From an optimization exercise on the open Yosys and OpenROAD flow, aimed at small area; shortcuts taken in it are not production practice. In this exercise RTL edits were held to simulation tests only and were not proved equivalent to the original. Power and IR drop assume default switching activity.

### run.sh
#!/bin/bash
# synth_recipe.tcl (not shown) runs the flow's synth.tcl, then flattens the netlist and writes it again
# the make line also repeats each setting of config.mk as NAME=value (left out here)
make -C /OpenROAD-flow-scripts/flow DESIGN_CONFIG=/design/flow/config.mk WORK_HOME=/design/flow/orfs CLKGATE_MAP_FILE= SYNTH_SCRIPT=/design/flow/synth_recipe.tcl finish
### config.mk
export PLATFORM = sky130hd
export DESIGN_NAME = calculator_top
export DESIGN_NICKNAME = calculator_top
export VERILOG_FILES = /design/flow/design.v
export SDC_FILE = /design/flow/constraint.sdc
export NUM_CORES = 4
export LEC_CHECK = 0
export ABC_AREA = 1
export CAP_MARGIN = 20
export CORE_MARGIN = 2
export CORE_UTILIZATION = 40
export SLEW_MARGIN = 20
### constraint.sdc
create_clock -name core_clock -period 30.0 [get_ports {clk}]
set_input_delay 6.0000 -clock core_clock [delete_from_list [all_inputs] [get_ports {clk}]]
set_output_delay 6.0000 -clock core_clock [all_outputs]
set_load 0.01 [all_outputs]
### design.v
module calculator_top (
    input clk,
    input reset,
    input [3:0] row,
    output [3:0] col,
    output [7:0] result,
    output [3:0] op_display
);
reg [1:0] cnt;
reg [3:0] key;
reg key_valid;
reg [1:0] state;
reg [3:0] a;
reg [2:0] op;
reg [7:0] res;
localparam S_IDLE = 2'd0, S_OP = 2'd1, S_B = 2'd2, S_CALC = 2'd3;
assign col = {cnt == 2'd3, cnt == 2'd2, cnt == 2'd1, cnt == 2'd0};
assign op_display = {op[2] | op[1], op};
assign result = res;
wire [1:0] r = row[0] ? 2'd0 : row[1] ? 2'd1 : row[2] ? 2'd2 : 2'd3;
wire digit = (key <= 4'd9);
wire hold_key = (state == S_B && key_valid && digit) || (state == S_CALC && !key_valid);
always @(posedge clk or posedge reset) begin
    if (reset) cnt <= 2'd0;
    else cnt <= cnt + 2'd1;
end
always @(posedge clk) begin
    key_valid <= |row;
    if (!hold_key) key <= {r, cnt};
    if (state == S_IDLE) a <= key;
end
wire [3:0] b = key;
wire [7:0] f;
alu_core u_alu (
    .a0(a[0]), .a1(a[1]), .a2(a[2]), .a3(a[3]),
    .s0(op[0]), .s1(op[1]), .s2(op[2]),
    .b0(b[0]), .b1(b[1]), .b2(b[2]), .b3(b[3]),
    .y0(f[0]), .y1(f[1]), .y2(f[2]), .y3(f[3]),
    .y4(f[4]), .y5(f[5]), .y6(f[6]), .y7(f[7])
);
always @(posedge clk or posedge reset) begin
    if (reset) begin
        state <= S_IDLE;
        op <= 3'd0;
        res <= 8'd0;
    end else if (key_valid) begin
        case (state)
            S_IDLE: if (digit) state <= S_OP;
            S_OP: if (key[3] && (key[2] || key[1])) begin
                op <= key[2:0];
                state <= S_B;
            end
            S_B: if (digit) state <= S_CALC;
            S_CALC: begin
                res <= f;
                state <= S_IDLE;
            end
        endcase
    end
end
endmodule
module alu_core ( 
    a0, a1, a2, a3, s0, s1, s2, b0, b1, b2, b3,
    y0, y1, y2, y3, y4, y5, y6, y7  );
  input  a0, a1, a2, a3, s0, s1, s2, b0, b1, b2, b3;
  output y0, y1, y2, y3, y4, y5, y6, y7;
  wire new_n20, new_n21, new_n22, new_n23, new_n24, new_n25, new_n26,
    new_n27, new_n28, new_n29, new_n30, new_n31, new_n32, new_n33, new_n34,
    new_n35, new_n36, new_n37, new_n38, new_n39, new_n40, new_n41, new_n42,
    new_n43, new_n44, new_n45, new_n46, new_n47, new_n48, new_n49, new_n50,
    new_n51, new_n52, new_n53, new_n54, new_n55, new_n56, new_n57, new_n58,
    new_n59, new_n60, new_n61, new_n62, new_n63, new_n64, new_n65, new_n66,
    new_n67, new_n68, new_n69, new_n70, new_n71, new_n72, new_n73, new_n74,
    new_n75, new_n76, new_n77, new_n78, new_n80, new_n81, new_n82, new_n83,
    new_n84, new_n85, new_n86, new_n87, new_n88, new_n89, new_n90, new_n91,
    new_n92, new_n93, new_n94, new_n95, new_n96, new_n97, new_n98, new_n99,
    new_n100, new_n101, new_n102, new_n103, new_n104, new_n105, new_n106,
    new_n107, new_n108, new_n109, new_n110, new_n111, new_n112, new_n113,
    new_n114, new_n115, new_n116, new_n117, new_n118, new_n119, new_n120,
    new_n121, new_n122, new_n123, new_n124, new_n125, new_n126, new_n127,
    new_n128, new_n129, new_n130, new_n131, new_n132, new_n133, new_n134,
    new_n135, new_n136, new_n137, new_n138, new_n139, new_n140, new_n141,
    new_n142, new_n144, new_n145, new_n146, new_n147, new_n148, new_n149,
    new_n150, new_n151, new_n152, new_n153, new_n154, new_n155, new_n156,
    new_n157, new_n158, new_n159, new_n160, new_n161, new_n162, new_n163,
    new_n164, new_n165, new_n166, new_n167, new_n168, new_n169, new_n170,
    new_n171, new_n172, new_n173, new_n174, new_n176, new_n177, new_n178,
    new_n179, new_n180, new_n181, new_n182, new_n183, new_n184, new_n185,
    new_n186, new_n187, new_n188, new_n189, new_n190, new_n191, new_n192,
    new_n193, new_n194, new_n195, new_n196, new_n197, new_n198, new_n199,
    new_n200, new_n201, new_n203, new_n204, new_n205, new_n206, new_n207,
    new_n208, new_n209, new_n210, new_n211, new_n212, new_n213, new_n214,
    new_n215, new_n216, new_n217, new_n218, new_n219, new_n220, new_n221,
    new_n222, new_n223, new_n224, new_n225, new_n226, new_n227, new_n228,
    new_n229, new_n230, new_n231, new_n233, new_n234, new_n235, new_n236,
    new_n237, new_n238, new_n239, new_n240, new_n241, new_n242, new_n243,
    new_n244, new_n245, new_n246, new_n247, new_n248, new_n249, new_n251,
    new_n252, new_n253, new_n254, new_n255, new_n256, new_n257, new_n258,
    new_n259, new_n260, new_n261, new_n262, new_n263, new_n264, new_n265,
    new_n266, new_n267, new_n268, new_n269, new_n270, new_n271, new_n273,
    new_n274, new_n275, new_n276, new_n277, new_n278, new_n279, new_n280,
    new_n281, new_n282;
  assign new_n20 = ~a2 & b2;
  assign new_n21 = ~b1 & ~b3;
  assign new_n22 = ~new_n20 & new_n21;
  assign new_n23 = ~b0 & ~b3;
  assign new_n24 = a3 & ~new_n23;
  assign new_n25 = ~s0 & ~s1;
  assign new_n26 = s2 & new_n25;
  assign new_n27 = ~new_n22 & ~new_n24;
  assign new_n28 = new_n26 & ~new_n27;
  assign new_n29 = ~b2 & new_n21;
  assign new_n30 = s1 & s2;
  assign new_n31 = ~s0 & new_n30;
  assign new_n32 = ~a0 & ~new_n29;
  assign new_n33 = new_n31 & ~new_n32;
  assign new_n34 = ~a0 & b0;
  assign new_n35 = ~new_n28 & ~new_n33;
  assign new_n36 = ~new_n34 & ~new_n35;
  assign new_n37 = a0 & b2;
  assign new_n38 = a2 & b0;
  assign new_n39 = ~new_n37 & ~new_n38;
  assign new_n40 = a1 & b1;
  assign new_n41 = a0 & b0;
  assign new_n42 = new_n40 & ~new_n41;
  assign new_n43 = a2 & b2;
  assign new_n44 = new_n41 & new_n43;
  assign new_n45 = ~new_n42 & ~new_n44;
  assign new_n46 = ~new_n39 & new_n45;
  assign new_n47 = new_n39 & new_n42;
  assign new_n48 = ~new_n46 & ~new_n47;
  assign new_n49 = s0 & new_n30;
  assign new_n50 = ~new_n48 & new_n49;
  assign new_n51 = s0 & ~s1;
  assign new_n52 = s2 & new_n51;
  assign new_n53 = ~a0 & ~b0;
  assign new_n54 = ~s2 & ~new_n53;
  assign new_n55 = ~new_n41 & new_n54;
  assign new_n56 = new_n41 & new_n52;
  assign new_n57 = ~new_n55 & ~new_n56;
  assign new_n58 = a3 & b2;
  assign new_n59 = b0 & b1;
  assign new_n60 = a2 & ~b2;
  assign new_n61 = new_n59 & new_n60;
  assign new_n62 = a2 & b1;
  assign new_n63 = ~a1 & b0;
  assign new_n64 = ~new_n21 & ~new_n62;
  assign new_n65 = ~new_n63 & ~new_n64;
  assign new_n66 = ~new_n58 & ~new_n61;
  assign new_n67 = ~new_n65 & ~new_n66;
  assign new_n68 = ~b1 & b2;
  assign new_n69 = ~new_n23 & ~new_n68;
  assign new_n70 = b1 & ~new_n60;
  assign new_n71 = a0 & new_n70;
  assign new_n72 = new_n69 & ~new_n71;
  assign new_n73 = a1 & ~new_n20;
  assign new_n74 = ~new_n72 & new_n73;
  assign new_n75 = ~new_n67 & ~new_n74;
  assign new_n76 = new_n26 & ~new_n75;
  assign new_n77 = ~new_n36 & ~new_n50;
  assign new_n78 = new_n57 & new_n77;
  assign y0 = new_n76 | ~new_n78;
  assign new_n80 = a2 & b3;
  assign new_n81 = a1 & b0;
  assign new_n82 = a0 & b1;
  assign new_n83 = ~new_n81 & ~new_n82;
  assign new_n84 = new_n41 & ~new_n83;
  assign new_n85 = ~new_n40 & ~new_n84;
  assign new_n86 = new_n43 & ~new_n85;
  assign new_n87 = ~new_n58 & ~new_n80;
  assign new_n88 = ~new_n86 & new_n87;
  assign new_n89 = ~new_n34 & ~new_n88;
  assign new_n90 = ~new_n20 & ~new_n38;
  assign new_n91 = new_n40 & ~new_n90;
  assign new_n92 = ~a0 & b2;
  assign new_n93 = new_n91 & ~new_n92;
  assign new_n94 = a1 & b3;
  assign new_n95 = ~new_n93 & ~new_n94;
  assign new_n96 = a1 & b2;
  assign new_n97 = new_n40 & new_n41;
  assign new_n98 = ~new_n62 & ~new_n97;
  assign new_n99 = ~new_n44 & new_n98;
  assign new_n100 = ~new_n96 & new_n99;
  assign new_n101 = a3 & b3;
  assign new_n102 = new_n41 & new_n101;
  assign new_n103 = a2 & new_n96;
  assign new_n104 = ~b0 & new_n103;
  assign new_n105 = ~b3 & ~new_n104;
  assign new_n106 = a0 & ~new_n105;
  assign new_n107 = a3 & b0;
  assign new_n108 = ~new_n106 & ~new_n107;
  assign new_n109 = ~new_n102 & ~new_n108;
  assign new_n110 = new_n95 & ~new_n100;
  assign new_n111 = ~new_n89 & new_n110;
  assign new_n112 = ~new_n109 & ~new_n111;
  assign new_n113 = ~b2 & new_n59;
  assign new_n114 = a3 & b1;
  assign new_n115 = b2 & ~new_n59;
  assign new_n116 = ~new_n113 & ~new_n115;
  assign new_n117 = a3 & ~new_n116;
  assign new_n118 = b2 & ~new_n117;
  assign new_n119 = new_n113 & new_n114;
  assign new_n120 = new_n65 & ~new_n118;
  assign new_n121 = ~new_n119 & ~new_n120;
  assign new_n122 = new_n26 & ~new_n121;
  assign new_n123 = s0 & ~b0;
  assign new_n124 = ~new_n41 & ~new_n123;
  assign new_n125 = a1 & ~new_n124;
  assign new_n126 = ~s0 & ~b1;
  assign new_n127 = s0 & b1;
  assign new_n128 = ~new_n126 & ~new_n127;
  assign new_n129 = ~a1 & new_n124;
  assign new_n130 = new_n128 & ~new_n129;
  assign new_n131 = ~new_n125 & ~new_n129;
  assign new_n132 = ~new_n128 & ~new_n131;
  assign new_n133 = ~new_n125 & new_n130;
  assign new_n134 = ~new_n132 & ~new_n133;
  assign new_n135 = ~s2 & new_n134;
  assign new_n136 = new_n33 & new_n81;
  assign new_n137 = new_n52 & ~new_n83;
  assign new_n138 = ~new_n97 & new_n137;
  assign new_n139 = ~new_n136 & ~new_n138;
  assign new_n140 = new_n49 & ~new_n112;
  assign new_n141 = new_n139 & ~new_n140;
  assign new_n142 = ~new_n135 & new_n141;
  assign y1 = new_n122 | ~new_n142;
  assign new_n144 = ~s0 & b2;
  assign new_n145 = s0 & ~b2;
  assign new_n146 = ~new_n144 & ~new_n145;
  assign new_n147 = ~a2 & new_n146;
  assign new_n148 = a2 & ~new_n146;
  assign new_n149 = ~new_n147 & ~new_n148;
  assign new_n150 = ~new_n125 & ~new_n130;
  assign new_n151 = ~new_n149 & new_n150;
  assign new_n152 = ~s2 & ~new_n151;
  assign new_n153 = new_n149 & ~new_n150;
  assign new_n154 = a1 & ~b2;
  assign new_n155 = new_n53 & new_n154;
  assign new_n156 = new_n31 & new_n155;
  assign new_n157 = ~new_n52 & ~new_n156;
  assign new_n158 = ~new_n48 & ~new_n157;
  assign new_n159 = new_n43 & new_n85;
  assign new_n160 = ~new_n102 & ~new_n159;
  assign new_n161 = new_n95 & new_n160;
  assign new_n162 = ~new_n114 & new_n161;
  assign new_n163 = new_n49 & ~new_n162;
  assign new_n164 = new_n26 & new_n29;
  assign new_n165 = b0 & new_n33;
  assign new_n166 = ~new_n164 & ~new_n165;
  assign new_n167 = new_n26 & new_n114;
  assign new_n168 = ~b2 & new_n167;
  assign new_n169 = new_n166 & ~new_n168;
  assign new_n170 = ~a2 & b0;
  assign new_n171 = ~new_n169 & ~new_n170;
  assign new_n172 = new_n152 & ~new_n153;
  assign new_n173 = ~new_n171 & ~new_n172;
  assign new_n174 = ~new_n163 & new_n173;
  assign y2 = new_n158 | ~new_n174;
  assign new_n176 = ~a3 & ~b3;
  assign new_n177 = ~new_n101 & ~new_n176;
  assign new_n178 = s0 & new_n177;
  assign new_n179 = ~s0 & ~new_n177;
  assign new_n180 = ~new_n178 & ~new_n179;
  assign new_n181 = ~new_n148 & ~new_n153;
  assign new_n182 = new_n180 & ~new_n181;
  assign new_n183 = ~new_n180 & new_n181;
  assign new_n184 = ~s2 & ~new_n183;
  assign new_n185 = a0 & a2;
  assign new_n186 = ~new_n53 & ~new_n92;
  assign new_n187 = a1 & new_n186;
  assign new_n188 = ~a1 & new_n185;
  assign new_n189 = ~new_n185 & new_n187;
  assign new_n190 = ~new_n188 & ~new_n189;
  assign new_n191 = ~s0 & b1;
  assign new_n192 = new_n30 & new_n191;
  assign new_n193 = ~a3 & b0;
  assign new_n194 = ~new_n166 & ~new_n193;
  assign new_n195 = ~new_n190 & new_n192;
  assign new_n196 = new_n49 & ~new_n88;
  assign new_n197 = ~new_n195 & ~new_n196;
  assign new_n198 = ~new_n194 & new_n197;
  assign new_n199 = new_n52 & ~new_n112;
  assign new_n200 = ~new_n182 & new_n184;
  assign new_n201 = ~new_n199 & ~new_n200;
  assign y3 = ~new_n198 | ~new_n201;
  assign new_n203 = a3 & ~new_n180;
  assign new_n204 = ~new_n182 & ~new_n203;
  assign new_n205 = ~new_n20 & ~new_n59;
  assign new_n206 = new_n20 & new_n59;
  assign new_n207 = a1 & ~new_n206;
  assign new_n208 = ~new_n205 & new_n207;
  assign new_n209 = ~new_n114 & ~new_n208;
  assign new_n210 = a1 & new_n53;
  assign new_n211 = ~new_n188 & ~new_n210;
  assign new_n212 = ~b2 & ~new_n34;
  assign new_n213 = ~a1 & new_n212;
  assign new_n214 = ~new_n187 & ~new_n213;
  assign new_n215 = new_n62 & ~new_n214;
  assign new_n216 = a0 & ~new_n209;
  assign new_n217 = new_n68 & ~new_n211;
  assign new_n218 = ~new_n216 & ~new_n217;
  assign new_n219 = ~new_n215 & new_n218;
  assign new_n220 = new_n49 & new_n101;
  assign new_n221 = new_n31 & ~new_n219;
  assign new_n222 = new_n52 & ~new_n162;
  assign new_n223 = ~new_n221 & ~new_n222;
  assign new_n224 = ~new_n220 & new_n223;
  assign new_n225 = ~b0 & new_n164;
  assign new_n226 = s0 & ~s2;
  assign new_n227 = new_n204 & new_n226;
  assign new_n228 = ~new_n225 & ~new_n227;
  assign new_n229 = ~s2 & ~new_n204;
  assign new_n230 = ~s0 & new_n229;
  assign new_n231 = new_n224 & ~new_n230;
  assign y4 = ~new_n228 | ~new_n231;
  assign new_n233 = new_n40 & new_n60;
  assign new_n234 = ~new_n81 & ~new_n233;
  assign new_n235 = a1 & ~a2;
  assign new_n236 = b3 & new_n235;
  assign new_n237 = ~b0 & b1;
  assign new_n238 = new_n43 & ~new_n237;
  assign new_n239 = ~new_n58 & ~new_n236;
  assign new_n240 = ~new_n238 & new_n239;
  assign new_n241 = ~b3 & ~new_n59;
  assign new_n242 = new_n188 & ~new_n241;
  assign new_n243 = ~new_n69 & ~new_n234;
  assign new_n244 = a0 & ~new_n240;
  assign new_n245 = ~new_n243 & ~new_n244;
  assign new_n246 = ~new_n242 & new_n245;
  assign new_n247 = new_n31 & ~new_n246;
  assign new_n248 = new_n52 & ~new_n88;
  assign new_n249 = ~new_n247 & ~new_n248;
  assign y5 = ~new_n228 | ~new_n249;
  assign new_n251 = ~new_n80 & ~new_n101;
  assign new_n252 = ~new_n114 & new_n251;
  assign new_n253 = ~b2 & new_n114;
  assign new_n254 = new_n68 & new_n185;
  assign new_n255 = ~new_n253 & ~new_n254;
  assign new_n256 = ~b0 & ~new_n255;
  assign new_n257 = ~a0 & ~b1;
  assign new_n258 = ~new_n38 & new_n257;
  assign new_n259 = ~b3 & ~new_n62;
  assign new_n260 = new_n41 & ~new_n259;
  assign new_n261 = new_n115 & ~new_n258;
  assign new_n262 = ~new_n185 & new_n261;
  assign new_n263 = ~new_n260 & ~new_n262;
  assign new_n264 = a1 & ~new_n263;
  assign new_n265 = a0 & ~new_n252;
  assign new_n266 = ~new_n264 & ~new_n265;
  assign new_n267 = ~new_n256 & new_n266;
  assign new_n268 = ~new_n61 & new_n267;
  assign new_n269 = new_n52 & new_n101;
  assign new_n270 = new_n31 & ~new_n268;
  assign new_n271 = ~new_n269 & ~new_n270;
  assign y6 = ~new_n228 | ~new_n271;
  assign new_n273 = ~new_n40 & ~new_n81;
  assign new_n274 = b2 & ~new_n273;
  assign new_n275 = ~b0 & new_n80;
  assign new_n276 = ~new_n117 & ~new_n275;
  assign new_n277 = ~new_n274 & new_n276;
  assign new_n278 = ~new_n236 & new_n277;
  assign new_n279 = new_n34 & new_n91;
  assign new_n280 = a0 & ~new_n278;
  assign new_n281 = ~new_n279 & ~new_n280;
  assign new_n282 = new_n31 & ~new_n281;
  assign y7 = ~new_n228 | new_n282;
endmodule
==> results of run 1 <==
[cell type report]
class	instances	share of cell area (%)
Clock buffer	4	2.83
Tap cell	70	3.74
Multi-Input combinational cell	232	51.1
Sequential cell	24	27.1
Timing Repair Buffer	21	8.97
Inverter	39	6.25
[cell families (layout without fill, tap and decap cells)]
logic type	count (synthesis)	in the layout	share of synthesized area, %
simple gates	160	160	33.4
compound gates	56	56	15.3
buf+inv	49	64	10.5
flops	24	24	31.0
fa+ha+maj	14	14	8.92
xor+xnor	2	2	0.855
[path summary, 6_finish.rpt]
path,from,to,cells past startpoint
setup / recovery,op[2],op_display[3],2
min in group asynchronous,reset,op[1],2
max in group asynchronous,reset,res[4],2
hold reg to reg,res[7],res[7],2
setup reg to reg,key[0],res[4],13
hold / removal,res[7],res[7],2
[power by group through the flow]
| stage | Sequential [W] | Combinational (W) | Clock, W |
|---|---|---|---|
| floorplan | 0.0000600 | 0.000100 | 0 |
| global placement | 0.0000675 | 0.000130 | 0 |
| detailed placement | 0.0000677 | 0.000129 | 0 |
| CTS | 0.0000669 | 0.000130 | 0.0000268 |
| global route | 0.0000696 | 0.000150 | 0.0000286 |
| finish | 0.0000672 | 0.000130 | 0.0000268 |
[through the flow]
step / setup WS, ns / instance area (sq um) / hold slack (ns)
3_3_place_gp: 22.77 / 2280 / 0.490
4_1_cts: 22.44 / 2340 / 0.523
3_5_place_dp: 22.75 / 2280 / 0.501
6_report: 22.42 / 2340 / 0.516
2_1_floorplan: 23.22 / 2050 / 0.451
5_1_grt: 22.36 / 2340 / 0.543
[tightest hold or removal path: cells and delay by family (launching register included)]
family | cells | cell delay, ns
and+or+nand+nor | 2 | 0.13
DFF | 1 | 0.35
[Yosys cell counts, types with 2 or more instances]
master,n,share of area [%]
ha_1,13,7.9
or2_2,3,0.92
nor2_1,37,6.8
edfxtp_1,8,12
o22ai_1,3,0.92
a31oi_1,2,0.61
nand2_2,3,0.92
o21ai_0,22,5.4
a21oi_2,3,1.3
buf_2,4,0.98
inv_1,34,6.2
buf_4,5,1.8
dfrtp_1,15,18
nand2_1,86,16
nor3_1,4,0.98
inv_2,4,0.73
nand3_1,20,4.9
nand3b_1,2,0.73
a21oi_1,19,4.6
xor2_1,2,0.86
[registers in the layout, summed over array words and instances, names as in the netlist]
name / cells
key: 4
state: 2
cnt: 2
key_valid: 1
res: 8
op: 3
a: 4
[routing by layer]
| layer | global-route usage (%) | vias to the layer above |
|---|---|---|
| li1 | - | 1014 |
| met1 | 26.3 | 853 |
| met2 | 32.9 | 97 |
| met3 | 3.31 | 10 |
| met4 | 7.99 | 0 |
| met5 | 0 | - |
==> results.sh, run 1 <==
export IMPL_row_count=26
export IMPL_seq_power_share_pct=30.0
export IMPL_grt_pass1_vias=1832
export IMPL_yosysUniqueCellTypes=36
export IMPL_worstPathArrival_ns=1.58
export IMPL_synth_ff_type="dfrtp_1"
export IMPL_crit_fanout=8
export IMPL_antenna_found_initial=0
export IMPL_tightest_slew_ns=0.599
export IMPL_synth_seq_area_share_pct=31.0
export IMPL_vias_per_cell=5.06
export IMPL_slowest_stage="dfrtp_1"
export IMPL_power_switching_share_pct=48.2
export IMPL_cts_resized=0
export IMPL_combPwrFrac_pct=58.1
export IMPL_drtIter0Drc=234
export IMPL_seq_area_sq_um=636
export IMPL_layout_common_cells="nand2_1 (86), nor2_1 (37), inv_1 (34)"
export IMPL_async_flop_share_pct=62.5
export IMPL_fin_cells=390
export IMPL_status="no timing/DRC/antenna violations"
export IMPL_syn2layout_area_growth_pct=14.4
export IMPL_period_needed_ns=7.58
export IMPL_fillCellCount=540
export IMPL_fmax_ghz=0.132
export IMPL_timing_critical_path_buf_inv=1
export IMPL_power_density_nw_per_um2=95.7
export IMPL_ant_nets=0
export IMPL_grt_ovfl_total=0
export IMPL_power_w=0.000224
export IMPL_vias=1974
export IMPL_wirelength_microns=5260
export IMPL_leakagePower_nw=1.15
export IMPL_ios=22
export IMPL_r2r_slack_ns=27.50
export IMPL_clkTransAtPathRegs_ns=0.10
export IMPL_drive_gt1_share_pct=6.56
export IMPL_syn_inst=305
export IMPL_drv_cap=0
export IMPL_power_internal_w=0.000116
export IMPL_post_dp_hpwl_microns=4130
export IMPL_h_tree_depth=1
export IMPL_yosysWarnings=1
export IMPL_drc_errors=0
export IMPL_critPathMaxStageDelay_ns=0.50
export IMPL_dr_max_layer_used="met4"
export IMPL_relSlewSlack_pct=60.1
export IMPL_mostFrequentLayoutCell="nand2_1"
export IMPL_avgSynthCellArea_sq_um=6.72
export IMPL_worstPathCellList="or2_2, clkdlybuf4s50_1"
export IMPL_p_sw_w=0.000108
export IMPL_wl_met3_microns=349
export IMPL_peakVddDrop_mv=0.0480
export IMPL_synth_nets=325
export IMPL_dr_wl_met2_microns=2480
export IMPL_crit_path_end_kind="output port"
export IMPL_drtPass1Iterations=5
export IMPL_multi_input_area_sq_um=1200
export IMPL_hold_class="reg -> reg"
export IMPL_dp_cells=386
export IMPL_clock_skew_ns=0.00555
export IMPL_fin_crit_sh_pct=25.3
export IMPL_finalMaxSlewViolations=0
export IMPL_numCtsBuffers=3
export IMPL_netlist_area_sq_um=2050
export IMPL_final_setup_tns_ns=0
export IMPL_rsz0062_at_grt="no"
export IMPL_grtUsageTotal_pct=20.0
export IMPL_clock_power_share_pct=11.9
export IMPL_hold_violations=0
export IMPL_required_ns=24.00
export IMPL_diodes=0
export IMPL_start_util_pct=40.9
export IMPL_wl_per_cell_microns=13.5
export IMPL_wl_met1_microns=2290
export IMPL_die_w_microns=75.6
export IMPL_synth_seq_cells=24
export IMPL_grt_max_degree=17
export IMPL_cp_top_family="flip-flops"
export IMPL_clk_latency_ns=0.28
export IMPL_globalplace_congestion=1.00
export IMPL_synth_edf_count=8
export IMPL_cts_max_path_buffers=2
export IMPL_grt_pass1_wl_microns=8720
export IMPL_cts_hold_buf=0
export IMPL_port_buffers=21
export IMPL_design_die_area_sq_um=5710
export IMPL_nets=341
export IMPL_postCtsSetupBuffers=0
export IMPL_fp_coreArea_sq_um=5010
export IMPL_cp_start_kind="register"
export IMPL_cts_tree="built"
export IMPL_cts_root_buf="clkbuf_8"
export IMPL_final_util_pct=46.8
export IMPL_setup_violations=0
export IMPL_clock_sinks=24
export IMPL_worstSetupPathType="reg -> out"
export IMPL_die_h_microns=75.6
==> run 2: changes to the inputs <==
==> flow/run.sh (new file) <==
#!/bin/bash
# Layout flow: the standard synthesis, then a re-mapping of the combinational logic
# for area (flip-flops untouched), then the standard ORFS flow from the new netlist.
set -euo pipefail
HERE=$(pwd)
R=$HERE/orfs/results/$FLOW_PLATFORM/calculator_top/base
YOSYS=$FLOW_HOME/../tools/install/yosys/bin/yosys
LIB=$FLOW_HOME/platforms/$FLOW_PLATFORM/lib/sky130_fd_sc_hd__tt_025C_1v80.lib

bash standard.sh synth > log_synth.log 2>&1
cp $R/1_2_yosys.v $HERE/netlist_std.v

DU=$(sed 's/^/-dont_use /' flow/dontuse.txt | tr '\n' ' ')
cat > resynth.ys <<YS
read_liberty -ignore_miss_func $LIB
read_verilog $HERE/netlist_std.v
hierarchy -top $FLOW_TOP
setattr -mod -set keep_hierarchy 1 sky130_fd_sc_hd__df* sky130_fd_sc_hd__edf*
flatten
opt_clean -purge
abc -liberty $LIB $DU -script $HERE/flow/area.abc $FLOW_TOP
opt_clean -purge $FLOW_TOP
hilomap -singleton -hicell sky130_fd_sc_hd__conb_1 HI -locell sky130_fd_sc_hd__conb_1 LO $FLOW_TOP
insbuf -buf sky130_fd_sc_hd__buf_4 A X $FLOW_TOP
tee -o $HERE/resynth_stat.txt stat -liberty $LIB $FLOW_TOP
select $FLOW_TOP
write_verilog -noattr -nohex -nodec -selected $HERE/netlist_area.v
YS
$YOSYS -s resynth.ys > log_resynth.log 2>&1

# keep the standard netlist if the re-mapping lost or renamed any flip-flop
grep "sky130_fd_sc_hd__\(df\|edf\)" netlist_std.v | sort > ff_std.txt
grep "sky130_fd_sc_hd__\(df\|edf\)" netlist_area.v | sort > ff_area.txt
if cmp -s ff_std.txt ff_area.txt; then
  cp netlist_area.v $R/1_2_yosys.v
  rm -f $R/1_synth.odb $R/1_synth.sdc
  bash standard.sh synth > log_synth_odb.log 2>&1
fi
bash standard.sh finish > log_finish.log 2>&1
==> flow/area.abc (new file) <==
strash
&get -n
&deepsyn -T 60
&put
dch -f
map -a
topo
==> flow/dontuse.txt (new file) <==
sky130_fd_sc_hd__probe_p_8
sky130_fd_sc_hd__probec_p_8
sky130_fd_sc_hd__lpflow_bleeder_1
sky130_fd_sc_hd__lpflow_clkbufkapwr_1
sky130_fd_sc_hd__lpflow_clkbufkapwr_16
sky130_fd_sc_hd__lpflow_clkbufkapwr_2
sky130_fd_sc_hd__lpflow_clkbufkapwr_4
sky130_fd_sc_hd__lpflow_clkbufkapwr_8
sky130_fd_sc_hd__lpflow_clkinvkapwr_1
sky130_fd_sc_hd__lpflow_clkinvkapwr_16
sky130_fd_sc_hd__lpflow_clkinvkapwr_2
sky130_fd_sc_hd__lpflow_clkinvkapwr_4
sky130_fd_sc_hd__lpflow_clkinvkapwr_8
sky130_fd_sc_hd__lpflow_decapkapwr_12
sky130_fd_sc_hd__lpflow_decapkapwr_3
sky130_fd_sc_hd__lpflow_decapkapwr_4
sky130_fd_sc_hd__lpflow_decapkapwr_6
sky130_fd_sc_hd__lpflow_decapkapwr_8
sky130_fd_sc_hd__lpflow_inputiso0n_1
sky130_fd_sc_hd__lpflow_inputiso0p_1
sky130_fd_sc_hd__lpflow_inputiso1n_1
sky130_fd_sc_hd__lpflow_inputiso1p_1
sky130_fd_sc_hd__lpflow_inputisolatch_1
sky130_fd_sc_hd__lpflow_isobufsrc_1
sky130_fd_sc_hd__lpflow_isobufsrc_16
sky130_fd_sc_hd__lpflow_isobufsrc_2
sky130_fd_sc_hd__lpflow_isobufsrc_4
sky130_fd_sc_hd__lpflow_isobufsrc_8
sky130_fd_sc_hd__lpflow_isobufsrckapwr_16
sky130_fd_sc_hd__lpflow_lsbuf_lh_hl_isowell_tap_1
sky130_fd_sc_hd__lpflow_lsbuf_lh_hl_isowell_tap_2
sky130_fd_sc_hd__lpflow_lsbuf_lh_hl_isowell_tap_4
sky130_fd_sc_hd__lpflow_lsbuf_lh_isowell_4
sky130_fd_sc_hd__lpflow_lsbuf_lh_isowell_tap_1
sky130_fd_sc_hd__lpflow_lsbuf_lh_isowell_tap_2
sky130_fd_sc_hd__lpflow_lsbuf_lh_isowell_tap_4
sky130_fd_sc_hd__fill_1
sky130_fd_sc_hd__fill_2
sky130_fd_sc_hd__fill_4
sky130_fd_sc_hd__fill_8
==> standard.sh (new file) <==
#!/bin/bash
# synth_recipe.tcl (not shown) runs the flow's synth.tcl, then flattens the netlist and writes it again
# the make line also repeats each setting of config.mk as NAME=value (left out here)
make -C /OpenROAD-flow-scripts/flow DESIGN_CONFIG=/design/flow/config.mk WORK_HOME=/design/flow/orfs CLKGATE_MAP_FILE= SYNTH_SCRIPT=/design/flow/synth_recipe.tcl "${@:-finish}"
removed: run.sh
==> run 2 against run 1 <==
Net effect:
- still clean
- sequential power shrank 4.6%
- worst hold slack worse by 0.019 ns
- clock power up 5%
- largest cell class unchanged
==> results.sh, run 2 <==
export IMPL_mostFrequentLayoutCell="nor2_1"
export IMPL_cts_hold_buf=0
export IMPL_setup_violations=0
export IMPL_hold_violations=0
export IMPL_rsz0062_at_grt="no"
export IMPL_antenna_found_initial=0
export IMPL_required_ns=24.00
export IMPL_die_w_microns=69.9
export IMPL_dp_cells=313
export IMPL_netlist_area_sq_um=1740
export IMPL_syn2layout_area_growth_pct=15.1
export IMPL_start_util_pct=42.5
export IMPL_post_dp_hpwl_microns=3700
export IMPL_port_buffers=21
export IMPL_avgSynthCellArea_sq_um=6.86
export IMPL_drtIter0Drc=260
export IMPL_fin_cells=317
export IMPL_grt_max_degree=16
export IMPL_worstSetupPathType="reg -> out"
export IMPL_slowest_stage="clkdlybuf4s50_1"
export IMPL_ios=22
export IMPL_peakVddDrop_mv=0.0354
export IMPL_wirelength_microns=4890
export IMPL_cts_root_buf="clkbuf_8"
export IMPL_crit_path_end_kind="output port"
export IMPL_wl_per_cell_microns=15.4
export IMPL_clock_skew_ns=0.00355
export IMPL_fin_area_sq_um=2000
export IMPL_worstPathArrival_ns=1.51
export IMPL_drtPass1Iterations=5
export IMPL_h_tree_depth=1
export IMPL_vias_per_cell=5.91
export IMPL_clk_latency_ns=0.26
export IMPL_clock_sinks=24
export IMPL_largest_reg_flops=8
export IMPL_drc_errors=0
export IMPL_grtUsageTotal_pct=20.3
export IMPL_cp_startpoint="op[2]"
export IMPL_diodes=0
export IMPL_syn_inst=253
export IMPL_grt_pass1_vias=1714
export IMPL_drv_cap=0
export IMPL_synth_nets=259
export IMPL_regMostFlops="res"
export IMPL_fp_coreArea_sq_um=4090
export IMPL_layout_setup_ws_ns=22.49
export IMPL_tightest_slew_ns=0.705
export IMPL_leakagePower_nw=0.719
export IMPL_hp_start="key_valid"
export IMPL_fmax_ghz=0.133
export IMPL_period_needed_ns=7.51
export IMPL_final_util_pct=48.9
export IMPL_globalplace_congestion=0.988
export IMPL_placed_cell_area_sq_um=1930
export IMPL_drive_gt1_share_pct=2.25
export IMPL_nets=274
export IMPL_power_density_nw_per_um2=94.9
export IMPL_status="no timing/DRC/antenna violations"
export IMPL_hold_class="reg -> reg"
export IMPL_vias=1872
export IMPL_top_regs="res (8), a (4), key (4)"
export IMPL_critPathMaxStageDelay_ns=0.53
export IMPL_final_setup_tns_ns=0
export IMPL_fin_crit_sh_pct=25.0
export IMPL_ant_nets=0
export IMPL_numCtsBuffers=3
export IMPL_grt_ovfl_total=0
export IMPL_row_count=23
export IMPL_cts_max_path_buffers=2
export IMPL_grt_pass1_wl_microns=8120
export IMPL_worstPathCellList="clkinv_1, nand2_1, clkdlybuf4s50_1"
export IMPL_finalMaxSlewViolations=0
export IMPL_relSlewSlack_pct=52.7
export IMPL_dp_worst_setup_slack_ns=22.78
export IMPL_crit_fanout=7
export IMPL_cts_tree="built"
export IMPL_cp_start_kind="register"
export IMPL_layout_common_cells="nor2_1 (58), nand2_1 (35), clkinv_1 (33)"
export IMPL_clkTransAtPathRegs_ns=0.09
export IMPL_die_h_microns=69.9
export IMPL_r2r_start="key[0]"
export IMPL_postCtsSetupBuffers=0
export IMPL_cts_resized=0
export IMPL_yosysWarnings=1
export IMPL_design_die_area_sq_um=4880
[run 2: cell count changes in the layout (fill, tap and decap cells not counted), sizes merged, moves of 3 or more]
cell    change
clkinv     +32
nand3      -16
a221oi      +3
inv        -38
a31oi       +7
ha         -13
nor2       +19
or2         -3
nand2      -54
[run 2: path summary, 6_finish.rpt]
check	end	slack (ns)	depth (start not counted)
max	op_display[3]	22.49	3
min	state[0]	0.50	2
max reg2reg	res[5]	26.56	12
min reg2reg	state[0]	0.50	2
max in group asynchronous	cnt[1]	23.71	2
min in group asynchronous	res[5]	6.01	2
[run 2: worst max-delay path: cells and delay by family, from the launching register on]
kind	cells	cell delay, ns
and+or+nand+nor	1	0.11
buffers and inverters	2	0.72
DFF	1	0.42
[run 2: metal layers]
metal  up-vias  share of wire [%]  wire length [microns]  GRT usage, %
li1        904                  -                      -             -
met1       808                 42                   2050          27.9
met2       138                 46                   2240          33.4
met3        22                8.9                    433          3.75
met4         0                3.3                    162          4.70
met5         -                  0                      0             0
[run 2: power breakdown]
group	total (W)	internal, W	switching (W)
Sequential	0.0000641	0.0000479	0.0000162
Clock	0.0000281	0.0000178	0.0000103
Combinational	0.0000973	0.0000380	0.0000594
Total	0.000190	0.000104	0.0000859
[run 2: cell type report]
| cell class | instances | area (sq um) |
|---|---|---|
| Fill cell | 405 | 2090 |
| Multi-Input combinational cell | 185 | 895 |
| Sequential cell | 24 | 636 |
| Timing Repair Buffer | 21 | 210 |
| Inverter | 33 | 124 |
| Tap cell | 50 | 62.6 |
| Clock buffer | 3 | 41.3 |
| Clock inverter | 1 | 30.0 |
[run 2: stage by stage]
step	hold slack (ns)	total power (W)
5_1_grt	0.512	0.000204
6_report	0.497	0.000190
3_5_place_dp	0.484	0.000160
2_1_floorplan	0.457	0.000132
4_1_cts	0.500	0.000188
3_3_place_gp	0.486	0.000162

[separate check: timing with driven ports]
How much do the figures lean on ideal ports? The routed layouts below were timed once more, with nothing changed but the port constraints.
Step 1 assumes that a clkbuf_16 drives the clock port and a buf_2 every other input.
Step 2 also shifts input and output timing later by t, the mid clock arrival at the registers, as if the neighbouring blocks saw the same clock.
Three values: ideal, step 1, step 2; two values: the first two.
run	shift t [ns]	setup WS [ns]	latest minus earliest clock arrival (ns)
run 1	0.303	22.422 / 22.395 / 22.698	0.005 / 0.005
run 2	0.285	22.493 / 22.469 / 22.755	0.003 / 0.003
After both steps setup and hold are still met in every run listed.
